Source: an optimization exercise on an open RTL-to-GDS flow (aim: small area). Production flows keep margins and buffers that such runs may drop. Only simulation tests tie the RTL to the original design; equivalence was not proved. Power is estimated from default activity; no workload was simulated.

## run 1
Design watch_top, start of the top module:
module watch_top(
    clk,
    reset,
	i_run_en,
	i_freq,
    o_sec,
    o_min,
    o_hour
    );
Size: roughly 0.0019 sq mm of cells after synthesis.
export LEC_CHECK = 0
export CAP_MARGIN = 20
export CORE_MARGIN = 2
export CORE_UTILIZATION = 40
export SLEW_MARGIN = 20
create_clock -name core_clock -period 10.0 [get_ports {clk}]
standard.sh (not shown) runs the stock make flow with config.mk's settings and CLKGATE_MAP_FILE= SYNTH_SCRIPT=/design/flow/synth_recipe.tcl, a recipe that flattens the netlist after the stock synthesis.
==> flow/flow/run.sh <==
#!/bin/bash
# Standard synthesis; then the tick divider re-written as hand-mapped cells
# (proved equivalent to the standard netlist, else an abc area re-mapping is
# used); then the standard layout with small port buffers and clock tree.
set -euo pipefail
W=$PWD
RES=$W/orfs/results/$FLOW_PLATFORM/watch_top/base
LIB=$FLOW_HOME/platforms/$FLOW_PLATFORM/lib/sky130_fd_sc_hd__tt_025C_1v80.lib
sub() { sed -e "s#@LIB@#$LIB#g" -e "s#@TOP@#$FLOW_TOP#g" -e "s#@ABC@#$W/flow/area.abc#g" "$@"; }

# 1. the standard synthesis, unchanged
bash standard.sh $RES/1_2_yosys.v > $W/synth.log 2>&1
cp $RES/1_2_yosys.v $W/1_2_yosys_std.v

# 2. hand-mapped divider, checked against the standard netlist
ok=0
if python3 $W/flow/handmap.py $W/1_2_yosys_std.v $W/hand.v > $W/handmap.log 2>&1; then
  sub -e "s#@IN@#$W/hand.v#" -e "s#@STAT@#$W/hand_stat.txt#" -e "s#@OUT@#$W/hand_mapped.v#" \
    $W/flow/map.ys.in > $W/map.ys
  sub -e "s#@GOLD@#$W/1_2_yosys_std.v#" -e "s#@GATE@#$W/hand_mapped.v#" $W/flow/eq.ys.in > $W/eq.ys
  if yosys -s $W/map.ys > $W/map.log 2>&1 && yosys -s $W/eq.ys > $W/eq.log 2>&1; then
    ok=1
  fi
fi
if [ $ok = 1 ]; then
  echo "using the hand-mapped netlist" > $W/netlist_choice.txt
  cp $W/hand_mapped.v $RES/1_2_yosys.v
else
  echo "using the abc re-mapped netlist" > $W/netlist_choice.txt
  seq=$(grep -o 'sky130_fd_sc_hd__[a-z0-9]*_[0-9]*' $W/1_2_yosys_std.v | sort -u | grep -E '__(df|edf|sdf|dl)' || true)
  bb=""; for c in $seq; do bb="$bb blackbox $c;"; done
  sub -e "s#@BLACKBOX@#$bb#" -e "s#@IN@#$W/1_2_yosys_std.v#" -e "s#@STAT@#$W/resyn_stat.txt#" \
    -e "s#@OUT@#$RES/1_2_yosys.v#" $W/flow/resyn.ys.in > $W/resyn.ys
  yosys -s $W/resyn.ys > $W/resyn.log 2>&1
fi

# 3. the standard layout from the new netlist
bash standard.sh finish \
  BUFFER_PORTS_ARGS="-buffer_cell sky130_fd_sc_hd__buf_1" \
  CTS_ARGS="-sink_clustering_enable -repair_clock_nets -dont_use_dummy_load -buf_list sky130_fd_sc_hd__clkbuf_8 -root_buf sky130_fd_sc_hd__clkbuf_8" \
  > $W/layout.log 2>&1
Other scripts of this flow, unchanged in this note and not shown: flow/flow/area.abc, flow/flow/eq.ys.in, flow/flow/handmap.py, flow/flow/map.ys.in, flow/flow/resyn.ys.in
Every stage of the flow completed for run 1, and the final layout passed the timing, DRC and antenna checks.
Here is what was changed in the inputs of run 2 compared with run 1.
- a change of CORE_UTILIZATION from 40 to 65
-- flow/flow/run.sh --
<<< run 1, line 39
  BUFFER_PORTS_ARGS="-buffer_cell sky130_fd_sc_hd__buf_1" \
  CTS_ARGS="-sink_clustering_enable -repair_clock_nets -dont_use_dummy_load -buf_list sky130_fd_sc_hd__clkbuf_8 -root_buf sky130_fd_sc_hd__clkbuf_8" \
  > $W/layout.log 2>&1
>>> run 2, line 39
  BUFFER_PORTS_ARGS="-buffer_cell sky130_fd_sc_hd__buf_1" \
  CTS_ARGS="-sink_clustering_enable -repair_clock_nets -dont_use_dummy_load -buf_list sky130_fd_sc_hd__clkbuf_4 -root_buf sky130_fd_sc_hd__clkbuf_8" \
  > $W/layout.log 2>&1
[summary]
Row final cycle utilization of the critical path: run 2 higher / run 1 lower. Final core area utilization was lower in the run labelled run 1. From run 1 to run 2 the numbers moved as follows: actual slew at the worst max-slew pin +0.17 ns, hold slack +0.0037 ns, via count of the first global-routing pass +76, via count +2.8%, total die area -0.0019 sq mm. In run 2, the non-clock buffer count came out 1 below the value in run 1.
Edits applied to the flow inputs when going from run 2 to run 3:
-- flow/flow/run.sh --
<<< run 2, line 39
  BUFFER_PORTS_ARGS="-buffer_cell sky130_fd_sc_hd__buf_1" \
  CTS_ARGS="-sink_clustering_enable -repair_clock_nets -dont_use_dummy_load -buf_list sky130_fd_sc_hd__clkbuf_4 -root_buf sky130_fd_sc_hd__clkbuf_8" \
  > $W/layout.log 2>&1
>>> run 3, line 39
  BUFFER_PORTS_ARGS="-buffer_cell sky130_fd_sc_hd__buf_1" \
  CTS_ARGS="-sink_clustering_enable -repair_clock_nets -dont_use_dummy_load -buf_list sky130_fd_sc_hd__clkbuf_4 -root_buf sky130_fd_sc_hd__clkbuf_8 -tree_buf sky130_fd_sc_hd__clkbuf_4" \
  > $W/layout.log 2>&1
Number of buffers other than clock buffers in the final layout: run 2 vs run 3 identical
From run 2 to run 3, via count of the first global-routing pass did not move at all.
Run 2 -> run 3: sequential cell area delta 0, exact match
Going from run 2 to run 3, delay of the slowest cell on the worst path essentially unchanged, clock power share stayed essentially flat.

[what the ideal ports hide]
How much do the figures lean on ideal ports? The routed layouts below were timed once more, with nothing changed but the port constraints.
Step 1 assumes that a clkbuf_16 drives the clock port and a buf_2 every other input.
Step 2 moves the port delays by t, midway between the first and last clock arrival at a register: inputs arrive t later, outputs are due t later. That takes back most of the time a late clock gives input paths.
a / b / c = no drivers / after step 1 / after step 2; a / b = the first two.
run | t (ns) | setup WS [ns] | worst hold slack (ns) | worst slew at a driven data input, ns | cell pins on the clock port's net
run 1 | 0.315 | 3.613 / 3.614 / 3.299 | 0.483 / 0.483 / 0.483 | 0.04 | 1
run 2 | 0.321 | 3.521 / 3.522 / 3.202 | 0.487 / 0.487 / 0.487 | 0.03 | 1
run 3 | 0.321 | 3.521 / 3.522 / 3.202 | 0.487 / 0.487 / 0.487 | 0.03 | 1
After both steps every run listed still meets setup and hold.
